This is an optimization exercise on Yosys and OpenROAD, whose aim is small area, a short achievable clock period and few clock cycles per item, not a production implementation. Function was checked by simulation only, so behaviour that the tests miss may differ from the original. Power and IR drop assume default switching activity.

## flow/design.v

```verilog
`timescale 1ns / 1ps
module s_axi_lite #(
    parameter S_AXI_DATA_WIDTH  = 32,
    parameter S_AXI_ADDR_WIDTH  = 32,
    parameter S_AXI_MEM_DEPTH   = 8
)
(
    input                               s_axi_clk,
    input                               s_axi_resetn,
    input                               s_axi_awvalid,
    input      [S_AXI_ADDR_WIDTH-1:0]   s_axi_awaddr,
    output                              s_axi_awready,
    input                               s_axi_wvalid,
    input      [S_AXI_DATA_WIDTH-1:0]   s_axi_wdata,
    input      [S_AXI_DATA_WIDTH/8-1:0] s_axi_wstrb,
    output                              s_axi_wready,
    input                               s_axi_bready,
    output      [1:0]                   s_axi_bresp,
    output                              s_axi_bvalid,
    input                               s_axi_arvalid,
    input      [S_AXI_ADDR_WIDTH-1:0]   s_axi_araddr,
    output                              s_axi_arready,
    input                               s_axi_rready,
    output     [S_AXI_DATA_WIDTH-1:0]   s_axi_rdata,
    output      [1:0]                   s_axi_rresp,
    output                              s_axi_rvalid
);
localparam IW = (S_AXI_MEM_DEPTH <= 2)  ? 1 : (S_AXI_MEM_DEPTH <= 4)   ? 2 :
                (S_AXI_MEM_DEPTH <= 8)  ? 3 : (S_AXI_MEM_DEPTH <= 16)  ? 4 :
                (S_AXI_MEM_DEPTH <= 32) ? 5 : (S_AXI_MEM_DEPTH <= 64)  ? 6 :
                (S_AXI_MEM_DEPTH <= 128)? 7 : 8;
reg                        bvalid;
reg                        berr;
reg                        rvalid;
reg                        rerr;
reg [S_AXI_DATA_WIDTH-1:0] rdata;
reg [S_AXI_DATA_WIDTH-1:0] slv_mem [0:S_AXI_MEM_DEPTH-1];
integer i, j;
wire b_free  = ~bvalid | s_axi_bready;
wire r_free  = ~rvalid | s_axi_rready;
wire wr      = s_axi_awvalid & s_axi_wvalid & b_free;
wire rd      = s_axi_arvalid & r_free;
wire aw_err  = (s_axi_awaddr >> 2) >= S_AXI_MEM_DEPTH;
wire ar_err  = (s_axi_araddr >> 2) >= S_AXI_MEM_DEPTH;
wire [IW-1:0] aw_idx = s_axi_awaddr[2 +: IW];
wire [IW-1:0] ar_idx = s_axi_araddr[2 +: IW];
assign s_axi_awready = s_axi_wvalid  & b_free;
assign s_axi_wready  = s_axi_awvalid & b_free;
assign s_axi_bvalid  = bvalid;
assign s_axi_bresp   = {berr, 1'b0};
assign s_axi_arready = r_free;
assign s_axi_rvalid  = rvalid;
assign s_axi_rdata   = rdata;
assign s_axi_rresp   = {rerr, 1'b0};
always @(posedge s_axi_clk) begin
    if (!s_axi_resetn) begin
        bvalid <= 1'b0;
    end else if (wr) begin
        bvalid <= 1'b1;
        berr   <= aw_err;
    end else if (s_axi_bready) begin
        bvalid <= 1'b0;
    end
end
always @(posedge s_axi_clk) begin
    if (!s_axi_resetn) begin
        rvalid <= 1'b0;
    end else if (rd) begin
        rvalid <= 1'b1;
        rerr   <= ar_err;
        rdata  <= ar_err ? {S_AXI_DATA_WIDTH{1'b0}} : slv_mem[ar_idx];
    end else if (s_axi_rready) begin
        rvalid <= 1'b0;
    end
end
wire [S_AXI_DATA_WIDTH-1:0] wd = s_axi_wdata & {S_AXI_DATA_WIDTH{s_axi_resetn}};
reg  [S_AXI_DATA_WIDTH/8-1:0] ben [0:S_AXI_MEM_DEPTH-1];
always @(*) begin
    for (i = 0; i < S_AXI_MEM_DEPTH; i = i + 1)
        for (j = 0; j < S_AXI_DATA_WIDTH/8; j = j + 1)
            ben[i][j] = ~s_axi_resetn | (wr & ~aw_err & (aw_idx == i) & s_axi_wstrb[j]);
end
always @(posedge s_axi_clk) begin
    for (i = 0; i < S_AXI_MEM_DEPTH; i = i + 1)
        for (j = 0; j < S_AXI_DATA_WIDTH/8; j = j + 1)
            if (ben[i][j])
                slv_mem[i][8*j +: 8] <= wd[8*j +: 8];
end
endmodule
`timescale 1ns / 1ps
module top_module#(
    parameter S_AXI_DATA_WIDTH  = 32,
    parameter S_AXI_ADDR_WIDTH  = 32,
    parameter S_AXI_MEM_DEPTH   = 8  
)(
    input                               s_axi_clk,
    input                               s_axi_resetn,
    input                               s_axi_awvalid,
    input      [S_AXI_ADDR_WIDTH-1:0]   s_axi_awaddr,
    output                              s_axi_awready,
    input                               s_axi_wvalid,
    input      [S_AXI_DATA_WIDTH-1:0]   s_axi_wdata,
    input      [S_AXI_DATA_WIDTH/8-1:0] s_axi_wstrb,
    output                              s_axi_wready,
    input                               s_axi_bready,
    output      [1:0]                   s_axi_bresp,
    output                              s_axi_bvalid,
    input                               s_axi_arvalid,
    input      [S_AXI_ADDR_WIDTH-1:0]   s_axi_araddr,
    output                              s_axi_arready,
    input                               s_axi_rready,
    output     [S_AXI_DATA_WIDTH-1:0]   s_axi_rdata,
    output      [1:0]                   s_axi_rresp,
    output                              s_axi_rvalid
    );
    s_axi_lite #(
    .S_AXI_ADDR_WIDTH(S_AXI_ADDR_WIDTH),
    .S_AXI_DATA_WIDTH(S_AXI_DATA_WIDTH),
    .S_AXI_MEM_DEPTH(S_AXI_MEM_DEPTH)
     )Slave(
    .s_axi_clk(s_axi_clk),
    .s_axi_resetn(s_axi_resetn),
    .s_axi_awvalid(s_axi_awvalid),
    .s_axi_awaddr(s_axi_awaddr),
    .s_axi_awready(s_axi_awready),
    .s_axi_wvalid(s_axi_wvalid),
    .s_axi_wdata(s_axi_wdata),
    .s_axi_wstrb(s_axi_wstrb),
    .s_axi_wready(s_axi_wready),
    .s_axi_bready(s_axi_bready),
    .s_axi_bvalid(s_axi_bvalid),
    .s_axi_bresp(s_axi_bresp),
    .s_axi_arvalid(s_axi_arvalid),
    .s_axi_arready(s_axi_arready),
    .s_axi_araddr(s_axi_araddr),
    .s_axi_rready(s_axi_rready),
    .s_axi_rvalid(s_axi_rvalid),
    .s_axi_rdata(s_axi_rdata),
    .s_axi_rresp(s_axi_rresp)
    );
endmodule
```

## flow/flow/run.sh

```bash
#!/bin/bash
# Standard ORFS flow with three changes: synthesis maps logic with an
# area-oriented ABC script (flow/abc.script; everything else in synthesis is
# the standard synth_recipe.tcl), the port buffers are buf_1 cells, and the
# clock tree uses clkbuf_8 cells on sink clusters without dummy loads.
set -euo pipefail
HERE=$(pwd)
rm -rf "$HERE/abc_scripts"
cp -r "$FLOW_HOME/scripts" "$HERE/abc_scripts"
cp "$HERE/flow/abc.script" "$HERE/abc_scripts/abc_speed.script"
SCRIPTS_DIR="$HERE/abc_scripts" bash standard.sh synth > synth.log 2>&1
export BUFFER_PORTS_ARGS="-buffer_cell sky130_fd_sc_hd__buf_1"
export CTS_ARGS="-sink_clustering_enable -repair_clock_nets -sink_clustering_size 16 -sink_clustering_max_diameter 50 -buf_list sky130_fd_sc_hd__clkbuf_8 -dont_use_dummy_load"
bash standard.sh > layout.log 2>&1
```

## flow/flow/abc.script

```
strash
&get -n
&fraig -x
&put
scorr
dc2
dretime
strash
&get -n
&dch -f
&nf -R 1000 -p
&put
strash
dch -f
amap
topo
stime -c
```

## flow/standard.sh

```bash
#!/bin/bash
# synth_recipe.tcl (not shown) runs the flow's synth.tcl, then flattens the netlist and writes it again
# the make line also repeats each setting of config.mk as NAME=value (left out here)
make -C /OpenROAD-flow-scripts/flow DESIGN_CONFIG=/design/flow/config.mk WORK_HOME=/design/flow/orfs CLKGATE_MAP_FILE= SYNTH_SCRIPT=/design/flow/synth_recipe.tcl "${@:-finish}"
```

## flow/config.mk

```make
export PLATFORM = sky130hd
export DESIGN_NAME = top_module
export DESIGN_NICKNAME = top_module
export VERILOG_FILES = /design/flow/design.v
export SDC_FILE = /design/flow/constraint.sdc
export NUM_CORES = 4
export LEC_CHECK = 0
export CAP_MARGIN = 20
export CORE_MARGIN = 2
export CORE_UTILIZATION = 40
export SETUP_SLACK_MARGIN = 1.8
export SLEW_MARGIN = 20
```

## flow/constraint.sdc

```tcl
create_clock -name core_clock -period 4.0 [get_ports {s_axi_clk}]
set_input_delay 0.8000 -clock core_clock [delete_from_list [all_inputs] [get_ports {s_axi_clk}]]
set_output_delay 0.8000 -clock core_clock [all_outputs]
set_load 0.01 [all_outputs]
```

==> results.json, run 1 <==
{
  "initial_core_util_pct": 40.67,
  "seqPwrFrac_pct": 66.4,
  "cts.path.max_buffers": 3,
  "grt-ovfl-total": 0,
  "cts_tree": "yes",
  "final_antenna_net_count": 0,
  "slew_headroom_pct": 47.95,
  "setup_viol": 0,
  "numClockSinks": 292,
  "fmax_ghz": 0.3855,
  "cts_buffers": 25,
  "coreArea_um2": 25980,
  "ys_seq_elements": 292,
  "tns_ns": 0,
  "synth_area_per_cell_um2": 19.01,
  "vias": 6424,
  "cp_cell_sequence": "buf_1, nor4_2, nand4_1, or3_4, buf_4, nor2_4, nand2_4, or3_4, o21ai_2, buf_6",
  "required_ns": 4.23,
  "yosysWarnings": 3,
  "endpoint_kind": "register",
  "intPower_mw": 4.336,
  "vias_per_cell": 5.787,
  "ys_seq_area_share_pct": 82.77,
  "combPwrFrac_pct": 8.0,
  "cp-start-kind": "input pin",
  "drive_above_1_share_pct": 19.25,
  "slew_violations": 0,
  "crit_family": "simple AND/OR/NAND/NOR gates",
  "sw_frac_of_total_pct": 21.58,
  "grt_setup_unrepaired": "yes",
  "cp_common_cell": "or3_4",
  "slowest_stage": "or3_4",
  "grt_pass1_wl_mm": 39.12,
  "peakVddDrop_mv": 0.2390,
  "path_depth": 10,
  "post_drt_wl_per_cell_um": 23.78,
  "status": "complete, no violations",
  "antenna_found_initial": 2,
  "area_delta_synth_final_pct": 23.55,
  "timing.critical_path.buf_inv": 3,
  "leakagePower_nw": 4.022,
  "fillers": 2134,
  "reg2reg_depth": 7,
  "gp_congestion": 0.8165,
  "clock_latency_ns": 0.56,
  "io_pins": 148,
  "clk_pin_slew_ns": 0.09,
  "cap_violations": 0,
  "grt.total_usage_pct": 18.66,
  "drt_pass1_iterations": 6,
  "wirelength_mm": 26.40,
  "syn_inst": 556,
  "nets": 883,
  "setup_ws_ns": 1.406,
  "p_sw_mw": 1.193,
  "fp-row-count": 59,
  "netlist_area_um2": 10570,
  "holdWs_ns": 0.5705,
  "fp.dieArea_um2": 27740,
  "final_core_utilization_pct": 50.25,
  "critical_path_arrival_ns": 2.82,
  "whs_path_depth": 4,
  "fin_crit_sh_pct": 64.84,
  "grt_pass1_vias": 6683,
  "final-hold-violation-count": 0,
  "cts-root-buf": "clkbuf_8",
  "dp_hpwl_mm": 15.32,
  "pwr_density_cell_nw_per_um2": 423.5,
  "skew_ns": 0.05629,
  "period_needed_ns": 2.594,
  "grt_max_degree": 35,
  "worstMarginPinSlew_ns": 0.7808,
  "crit_type": "input pin to register",
  "critPathMaxFanout": 8,
  "drcViolationCount": 0,
  "cp_slowest_stage_delay_ns": 0.45,
  "ys_types": 21,
  "ctsHtreeMaxLevel": 1,
  "portBuffers": 141,
  "die_y_um": 166.6,
  "drt-initial-drc-count": 644,
  "pre_cts_ws_ns": 0.6781,
  "pwr-share-clk_pct": 25.6,
  "hold_path_class": "input pin to register",
  "die_w_um": 166.6
}
## sequential cells by signal, summed over array words and instances, names as in the netlist
signal	count
Slave.slv_mem	256
Slave.berr	1
Slave.bvalid	1
Slave.rerr	1
Slave.rvalid	1
Slave.rdata	32
## power groups by stage
stage	clock network [mW]	logic [mW]	registers, mW
3_5_place_dp	0	0.374	3.74
3_3_place_gp	0	0.362	3.72
6_report	1.41	0.444	3.67
2_1_floorplan	0	0.190	3.73
5_1_grt	1.56	0.478	3.69
4_1_cts	1.45	0.440	3.67
## placed cells by master (no fill, tap or decap), types with 2 or more instances in the layout
| master | synthesis | routed |
|---|---|---|
| o21ai_4 | 0 | 21 |
| or3_4 | 0 | 11 |
| buf_2 | 0 | 4 |
| buf_6 | 0 | 23 |
| dfxtp_1 | 2 | 2 |
| nor2_1 | 4 | 3 |
| o21ai_2 | 0 | 10 |
| nor3_4 | 0 | 8 |
| buf_1 | 0 | 136 |
| nand4_1 | 2 | 2 |
| nor4_2 | 0 | 5 |
| clkinv_2 | 0 | 3 |
| conb_1 | 1 | 2 |
| clkinv_1 | 11 | 7 |
| buf_4 | 4 | 14 |
| a22o_1 | 5 | 5 |
| a222oi_1 | 57 | 57 |
| a22oi_1 | 29 | 29 |
| or3_1 | 13 | 2 |
| a41oi_1 | 2 | 2 |
| edfxtp_1 | 290 | 290 |
| clkbuf_8 | 0 | 25 |
| nand2_1 | 11 | 10 |
| a31oi_1 | 30 | 30 |
| a221oi_1 | 5 | 5 |
| nor2b_1 | 36 | 34 |
| buf_12 | 0 | 18 |
| nor4_1 | 12 | 7 |
## final cells by class
class                           count  area, µm²  share of cell area, %
Antenna cell                        1      2.502                0.01916
Clock buffer                       25      344.1                  2.635
Inverter                           11      50.05                 0.3833
Multi-Input combinational cell    250       2233                  17.10
Sequential cell                   292       8748                  67.00
Tap cell                          335      419.2                  3.210
Timing Repair Buffer              196       1260                  9.649
## cell usage after synthesis
master    number  area share [%]
edfxtp_1     290              82
a41oi_1        2            0.17
nor3_1         8            0.38
nor4_1        12            0.71
nor2_1         4            0.14
conb_1         1           0.035
and3_1         1           0.059
or3_1         13            0.77
o21ai_0       32             1.5
a222oi_1      57             5.4
a31oi_1       30             1.8
clkinv_1      11            0.39
a21o_1         1           0.071
buf_4          4            0.28
a22oi_1       29             2.1
nand4_1        2            0.12
a22o_1         5            0.41
a221oi_1       5            0.41
nor2b_1       36             2.1
dfxtp_1        2            0.38
nand2_1       11            0.39
## metal layers
| metal | track usage, % | part of all wire [%] | vias up |
|---|---|---|---|
| met1 | 24.14 | 40 | 3191 |
| met4 | 4.460 | 1.5 | 2 |
| li1 | - | - | 2860 |
| met2 | 32.18 | 49 | 336 |
| met5 | 0 | 0.042 | - |
| met3 | 4.278 | 9.2 | 35 |
## worst reg2reg max path, cell delays in order, from the launching register on
cell and delay [ns]:
dfxtp_1 0.33, nor2b_2 0.17, nor2b_1 0.16, nand2_1 0.14, or3_4 0.43, or3_4 0.46
o21ai_4 0.17, buf_12 0.17
## what timing repair did
item | 4_1_cts | 5_1_grt
setup endpoints to repair | 299 | 258
hold buffers | 0 | 0
pin swaps | 24 | 17
buffers inserted | 31 | 0
resized for setup | 42 | 15
## per-stage QoR
step / instances / area (µm²) / total power [mW]
global placement: 1053 / 12030 / 4.086
CTS: 1109 / 12990 / 5.563
floorplan: 557 / 10920 / 3.919
global route: 1109 / 13060 / 5.731
detailed placement: 1053 / 12030 / 4.116
finish: 1110 / 13060 / 5.529
## logic make-up (layout without fill, tap and decap cells)
kind of cell    count (synthesis)  count (layout)  share of synthesized area [%]
flops                         292             292                          82.77
compound gates                161             161                          11.81
simple gates                   87              87                          4.700
buf+inv                        15             232                         0.6748
other cells                     1               3                        0.03548
## path summary, 6_finish.rpt
path                                  start                             end  slack, ns
setup / recovery            s_axi_awaddr[5]  Slave.slv_mem[6][19]$_DFFE_PP_       1.41
hold / removal                 s_axi_rready       Slave.rvalid$_SDFFE_PN0P_       0.57
setup reg to reg  Slave.bvalid$_SDFFE_PN0P_  Slave.slv_mem[1][16]$_DFFE_PP_       1.64
hold reg to reg   Slave.rvalid$_SDFFE_PN0P_       Slave.rvalid$_SDFFE_PN0P_       0.61
Testbench counts, summed over its fixed seeds: cycles 16,950, ops 24,000.
==> run 2, diff against run 1 <==
==> flow/flow/abc.script (replaced) <==
strash
dch -f
amap -F 4 -A 4
topo
stime -c
==> run 2 against run 1 <==
Effect of this change:
- still clean
- combinational power is 2% higher
- cell area rose by 3.0%
- sequential share of layout area down 1.9 points
- core utilization up 1.1 points
- register-to-register slack improved by 0.17 ns
- clock power is 4% higher
- setup slack better by 0.074 ns
- fmax grew 2.9%
- clock skew shrank 0.025 ns
- global-route usage grew 0.64 points
- worst hold slack lost 0.023 ns
==> results.json, run 2 <==
{
  "cts-root-buf": "clkbuf_8",
  "synth_area_leaders": "edfxtp_1, a22oi_1, a222oi_1",
  "fp.dieArea_um2": 28100,
  "reg_top3": "Slave.slv_mem (256), Slave.rdata (32)",
  "grt_pass1_vias": 6888,
  "pre_cts_ws_ns": 0.7953,
  "timing.critical_path.buf_inv": 2,
  "grt_max_degree": 34,
  "synthArstFlopShare_pct": 0,
  "cts_tree": "yes",
  "synth_most_common_cell": "edfxtp_1",
  "wirelength_mm": 27.01,
  "crit_family": "simple AND/OR/NAND/NOR gates",
  "vias": 6598,
  "dp_hpwl_mm": 15.85,
  "netlist_area_um2": 10710,
  "grt_setup_unrepaired": "yes",
  "fmax_ghz": 0.3969,
  "hold_path_class": "input pin to register",
  "ctsHtreeMaxLevel": 1,
  "worstMarginPinSlew_ns": 0.9548,
  "syn_inst": 579,
  "register_area_um2": 8750,
  "final_core_utilization_pct": 51.31,
  "setup_ws_ns": 1.480,
  "cp_cell_sequence": "buf_6, nor4_4, nand4_1, nand4b_1, or2_4, or4_4, o21ai_4, buf_12",
  "tns_ns": 0,
  "pwr_density_cell_nw_per_um2": 415.5,
  "endpoint_kind": "register",
  "drt-initial-drc-count": 753,
  "skew_ns": 0.03083,
  "synth_common_cells": "edfxtp_1, o21ai_0, a22oi_1, nor2b_1, a222oi_1",
  "fin_total_pwr_mw": 5.586,
  "gp_congestion": 0.7917,
  "setup_viol": 0,
  "ys_seq_area_share_pct": 81.68,
  "mostFrequentLayoutCell": "edfxtp_1",
  "crit_type": "input pin to register",
  "initial_core_util_pct": 40.87,
  "final-hold-violation-count": 0,
  "drt_pass1_iterations": 5,
  "seqPwrFrac_pct": 65.7,
  "antenna_found_initial": 3,
  "cap_violations": 0,
  "intPower_mw": 4.367,
  "period_needed_ns": 2.520,
  "slew_headroom_pct": 36.35,
  "vias_per_cell": 5.752,
  "status": "complete, no violations",
  "grt_pass1_wl_mm": 40.68,
  "yosysWarnings": 3,
  "post_drt_wl_per_cell_um": 23.54,
  "ys_types": 25,
  "pwr-share-clk_pct": 26.2,
  "fin_crit_sh_pct": 62.99,
  "synth-edff-count": 290,
  "largest_reg_flops": 256,
  "regMostFlops": "Slave.slv_mem",
  "sw_frac_of_total_pct": 21.83,
  "fillers": 2077,
  "cp-start-kind": "input pin",
  "peakVddDrop_mv": 0.2030,
  "p_sw_mw": 1.219,
  "area_delta_synth_final_pct": 25.54,
  "grt.total_usage_pct": 19.30,
  "io_pins": 148,
  "clk_pin_slew_ns": 0.08,
  "portBuffers": 141,
  "cts.path.max_buffers": 3,
  "synth.largest_area_cell": "edfxtp_1",
  "cp_slowest_stage_delay_ns": 0.53,
  "slowest_stage": "or4_4",
  "synth_top_cell_area_share_pct": 81.31,
  "r2r_slack_ns": 1.81,
  "die_y_um": 167.6,
  "drive_above_1_share_pct": 19.53,
  "synth_area_per_cell_um2": 18.50,
  "numClockSinks": 292,
  "critPathMaxFanout": 8,
  "ys_seq_elements": 292,
  "cts_buffers": 26,
  "slew_violations": 0,
  "nets": 918,
  "die_w_um": 167.6,
  "final_antenna_net_count": 0,
  "coreArea_um2": 26210,
  "final_cell_mix": "edfxtp_1, buf_1, a22oi_1",
  "multi_input_comb_area_um2": 2391,
  "grt-ovfl-total": 0,
  "critical_path_arrival_ns": 2.77,
  "combPwrFrac_pct": 8.1,
  "clock_latency_ns": 0.56,
  "drcViolationCount": 0,
  "synth_ff_type": "edfxtp_1",
  "fp-row-count": 59,
  "required_ns": 4.25,
  "leakagePower_nw": 4.113
}
-- run 2: area by class of cell --
type / instances / area share (%)
diodes: 3 / 0.05583
clock buffers: 26 / 2.661
inverters: 12 / 0.3908
multi-input cells: 273 / 17.78
flip-flops and latches: 292 / 65.08
well taps: 335 / 3.117
repair buffers: 206 / 10.92
-- run 2: final timing paths --
path                              from                             to  cells past startpoint
max                   s_axi_awaddr[13]  Slave.slv_mem[1][3]$_DFFE_PP_                      8
min reg2reg  Slave.rvalid$_SDFFE_PN0P_      Slave.rvalid$_SDFFE_PN0P_                      3
max reg2reg  Slave.bvalid$_SDFFE_PN0P_  Slave.slv_mem[1][3]$_DFFE_PP_                      7
min                      s_axi_arvalid      Slave.rvalid$_SDFFE_PN0P_                      3
-- run 2: power groups by stage --
stage	logic, mW	registers [mW]	clock network [mW]
2_1_floorplan	0.188	3.73	0
3_3_place_gp	0.354	3.72	0
3_5_place_dp	0.368	3.74	0
4_1_cts	0.452	3.67	1.49
5_1_grt	0.489	3.69	1.62
6_report	0.454	3.67	1.46
-- run 2: logic make-up (layout without fill, tap and decap cells) --
group / count (synthesis) / in the layout / share of synthesized area [%]
AO/OA/AOI/OAI: 193 / 193 / 13.15
buffers and inverters: 16 / 244 / 0.7009
flip-flops: 292 / 292 / 81.68
other: 1 / 5 / 0.03501
AND/OR/NAND/NOR: 77 / 78 / 4.428
-- run 2: per-stage QoR --
stage | cells | hold slack (ns) | instance area (µm²)
4_1_cts | 1143 | 0.5319 | 13380
3_3_place_gp | 1068 | 0.5929 | 12230
2_1_floorplan | 580 | 0.5801 | 11170
6_report | 1147 | 0.5474 | 13450
5_1_grt | 1144 | 0.5484 | 13440
3_5_place_dp | 1068 | 0.6078 | 12230
-- run 2: layer usage --
layer / GRT usage, % / vias to the layer above / wire length [µm]
met5: 0 / - / 13
met1: 26.04 / 3267 / 11150
li1: - / 2968 / -
met2: 32.09 / 327 / 12940
met3: 4.372 / 34 / 2429
met4: 4.650 / 2 / 475
-- run 2: worst min-delay path: stages --
cell and delay [ns]:
buf_1 0.10, nor2_1 0.11, nor2_1 0.05
-- run 2: timing repair --
item,4_1_cts,5_1_grt
hold buffers,0,0
setup buffers,48,1
endpoints found under the setup margin,287,278
gates cloned,1,0
gates resized for setup,19,14
pin swaps,34,16
==> run 3, diff against run 2 <==
==> flow/flow/abc.script (replaced) <==
strash
dch
amap
topo
stime -c
==> run 3 against run 2 <==
Effect of this change:
- still clean on timing, DRC and antenna
- clock-buffer cell count increased by 3
- core utilization decreased by 0.59 points
- global-route usage decreased by 0.83 points
- fmax decreased by 0.22%
- sequential cell count unchanged
- sequential share of layout area decreased by 0.71 points
- highest routed layer is now met4
==> results.json, run 3 <==
{
  "cts_buffers": 29,
  "cp_cell_sequence": "buf_1, nor4_4, nand4_1, nand4b_1, or2_4, or4_4, o21ai_4, buf_12",
  "antenna_cells_inserted": 0,
  "fp-row-count": 60,
  "final_core_utilization_pct": 50.71,
  "final_antenna_net_count": 0,
  "pwr_density_cell_nw_per_um2": 419.7,
  "drcViolationCount": 0,
  "reg2reg_depth": 7,
  "vias_per_cell": 5.499,
  "leakagePower_nw": 4.192,
  "peakVddDrop_mv": 0.2421,
  "largest_reg_flops": 256,
  "fmax_ghz": 0.3960,
  "cts-root-buf": "clkbuf_8",
  "dp_hpwl_mm": 14.88,
  "required_ns": 4.26,
  "grt_pass1_wl_mm": 39.31,
  "regMostFlops": "Slave.slv_mem",
  "fin_crit_sh_pct": 63.13,
  "slew_violations": 0,
  "grt_pass1_vias": 6765,
  "grt_max_degree": 35,
  "intPower_mw": 4.441,
  "drt-initial-drc-count": 442,
  "mostFrequentLayoutCell": "edfxtp_1",
  "p_sw_mw": 1.263,
  "whs_path_depth": 3,
  "synth.largest_area_cell": "edfxtp_1",
  "syn_inst": 644,
  "yosysWarnings": 3,
  "die_w_um": 168.8,
  "ys_types": 22,
  "setup_viol": 0,
  "skew_ns": 0.03226,
  "crit_type": "input pin to register",
  "drt_pass1_iterations": 5,
  "hold_path_class": "input pin to register",
  "numClockSinks": 292,
  "synth_most_common_cell": "edfxtp_1",
  "endpoint_kind": "register",
  "area_delta_synth_final_pct": 25.06,
  "synth_area_per_cell_um2": 16.88,
  "fillers": 2214,
  "synthArstFlopShare_pct": 0,
  "worstMarginPinSlew_ns": 0.6730,
  "critPathMaxFanout": 8,
  "holdWs_ns": 0.4837,
  "multi_input_comb_area_um2": 2356,
  "vias": 6670,
  "final_cell_mix": "edfxtp_1, buf_1, clkinv_1",
  "clk_pin_slew_ns": 0.09,
  "ys_seq_area_share_pct": 80.50,
  "status": "complete, no violations",
  "reg_top3": "Slave.slv_mem (256), Slave.rdata (32)",
  "critical_path_arrival_ns": 2.79,
  "cp-start-kind": "input pin",
  "grt_setup_unrepaired": "yes",
  "cap_violations": 0,
  "cts_tree": "yes",
  "post_drt_wl_per_cell_um": 21.70,
  "synth_ff_type": "edfxtp_1",
  "combPwrFrac_pct": 8.5,
  "seqPwrFrac_pct": 64.3,
  "period_needed_ns": 2.525,
  "initial_core_util_pct": 40.55,
  "ys_seq_elements": 292,
  "antenna_found_initial": 0,
  "netlist_area_um2": 10870,
  "portBuffers": 141,
  "slew_headroom_pct": 55.14,
  "grt.total_usage_pct": 18.47,
  "cts.path.max_buffers": 3,
  "clock_latency_ns": 0.58,
  "synth_top_cell_area_share_pct": 80.13,
  "fp.dieArea_um2": 28500,
  "io_pins": 148,
  "synth_area_leaders": "edfxtp_1, a222oi_1, o21ai_0",
  "pwr-share-clk_pct": 27.2,
  "ctsHtreeMaxLevel": 1,
  "cp_slowest_stage_delay_ns": 0.53,
  "nets": 981,
  "gp_congestion": 0.7055,
  "wirelength_mm": 26.32,
  "die_y_um": 168.8,
  "sw_frac_of_total_pct": 22.14,
  "coreArea_um2": 26800,
  "grt-ovfl-total": 0,
  "register_area_um2": 8748,
  "drive_above_1_share_pct": 17.78,
  "tns_ns": 0,
  "slowest_stage": "or4_4",
  "synth_common_cells": "edfxtp_1, clkinv_1, o21ai_0, nor2b_1",
  "final-hold-violation-count": 0,
  "synth-edff-count": 290
}
[run 3: cell type report]
class	count	share of cell area, %
Clock buffer	29	2.937
Tap cell	341	3.139
Multi-Input combinational cell	274	17.33
Inverter	77	2.182
Timing Repair Buffer	200	10.04
Sequential cell	292	64.37
[run 3: repair_timing]
item	in CTS	in global routing
hold buffers	0	0
buffers inserted	45	0
cloned	2	0
endpoints found under the hold margin	0	0
resized for setup	26	8
pin swaps	34	15
endpoints found under the setup margin	320	278
[run 3: kinds of logic (layout without fill, tap and decap cells)]
kind of cell    count (synthesis)  count (layout)  synth area share, %
compound gates                193             193                12.23
buf+inv                        81             306                2.936
flops                         292             292                80.50
other cells                     1               2              0.03451
simple gates                   77              79                4.306
[run 3: layer usage]
layer  vias to the layer above  wire, µm  GRT usage, %
met5                         -         0             0
met3                        37      1483         2.502
li1                       3099         -             -
met1                      3300     11070         23.88
met4                         0       474         5.060
met2                       234     13290         32.84
[run 3: path summary, 6_finish.rpt]
path	from	endpoint	slack (ns)
worst max-delay path	s_axi_awaddr[12]	Slave.slv_mem[1][31]$_DFFE_PP_	1.47
worst min-delay path	s_axi_arvalid	Slave.rvalid$_SDFFE_PN0P_	0.48
worst max register to register	Slave.bvalid$_SDFFE_PN0P_	Slave.slv_mem[1][31]$_DFFE_PP_	1.78
worst min register to register	Slave.rvalid$_SDFFE_PN0P_	Slave.rvalid$_SDFFE_PN0P_	0.61
[run 3: power by group through the flow]
stage,logic (mW),clock network (mW),registers [mW]
final,0.487,1.55,3.67
after global routing,0.528,1.69,3.69
after CTS,0.488,1.58,3.67
after detailed placement,0.398,0,3.74
after global placement,0.393,0,3.73
after floorplan,0.217,0,3.73
[run 3: metrics by stage]
stage | setup slack (ns) | instances | power (mW) | instance area [µm²]
CTS | 1.529 | 1213 | 5.740 | 13570
global placement | 0.8495 | 1137 | 4.122 | 12410
detailed placement | 0.8215 | 1137 | 4.136 | 12410
floorplan | 1.295 | 645 | 3.949 | 11370
finish | 1.475 | 1213 | 5.704 | 13590
global route | 1.346 | 1213 | 5.907 | 13590
[run 3: worst max-delay path, delay by kind of cell]
kind	cells	cell delay (ns)
AND/OR/NAND/NOR	5	1.45
buffers and inverters	2	0.29
AO/OA/AOI/OAI	1	0.24

## afterwards: timing with drivers on the ports
Ports are ideal in the flow. The routed layouts listed here were re-timed in OpenROAD. Step 1, drivers: a clkbuf_16 drives s_axi_clk and a buf_2 each remaining input, both assumed. Step 2 adds t to the input delays and takes it off the output delays; t is the mean of the earliest and latest rising clock arrival at the registers after step 1. Input paths then give back, and output paths get back, about the clock's delay inside the block. Slacks: no drivers / after step 1 / after step 2; pairs: no drivers / after step 1.
run	t (ns)	setup slack, ns	clock arrival spread, ns
run 1	0.582	1.406 / 1.429 / 0.848	0.057 / 0.057
run 2	0.585	1.480 / 1.489 / 0.904	0.031 / 0.031
run 3	0.599	1.475 / 1.496 / 0.897	0.038 / 0.039
After both steps every run listed still meets setup and hold. The setup slack of run 3, which loses most, moves by +0.021 ns with the drivers and by -0.578 ns with both steps.
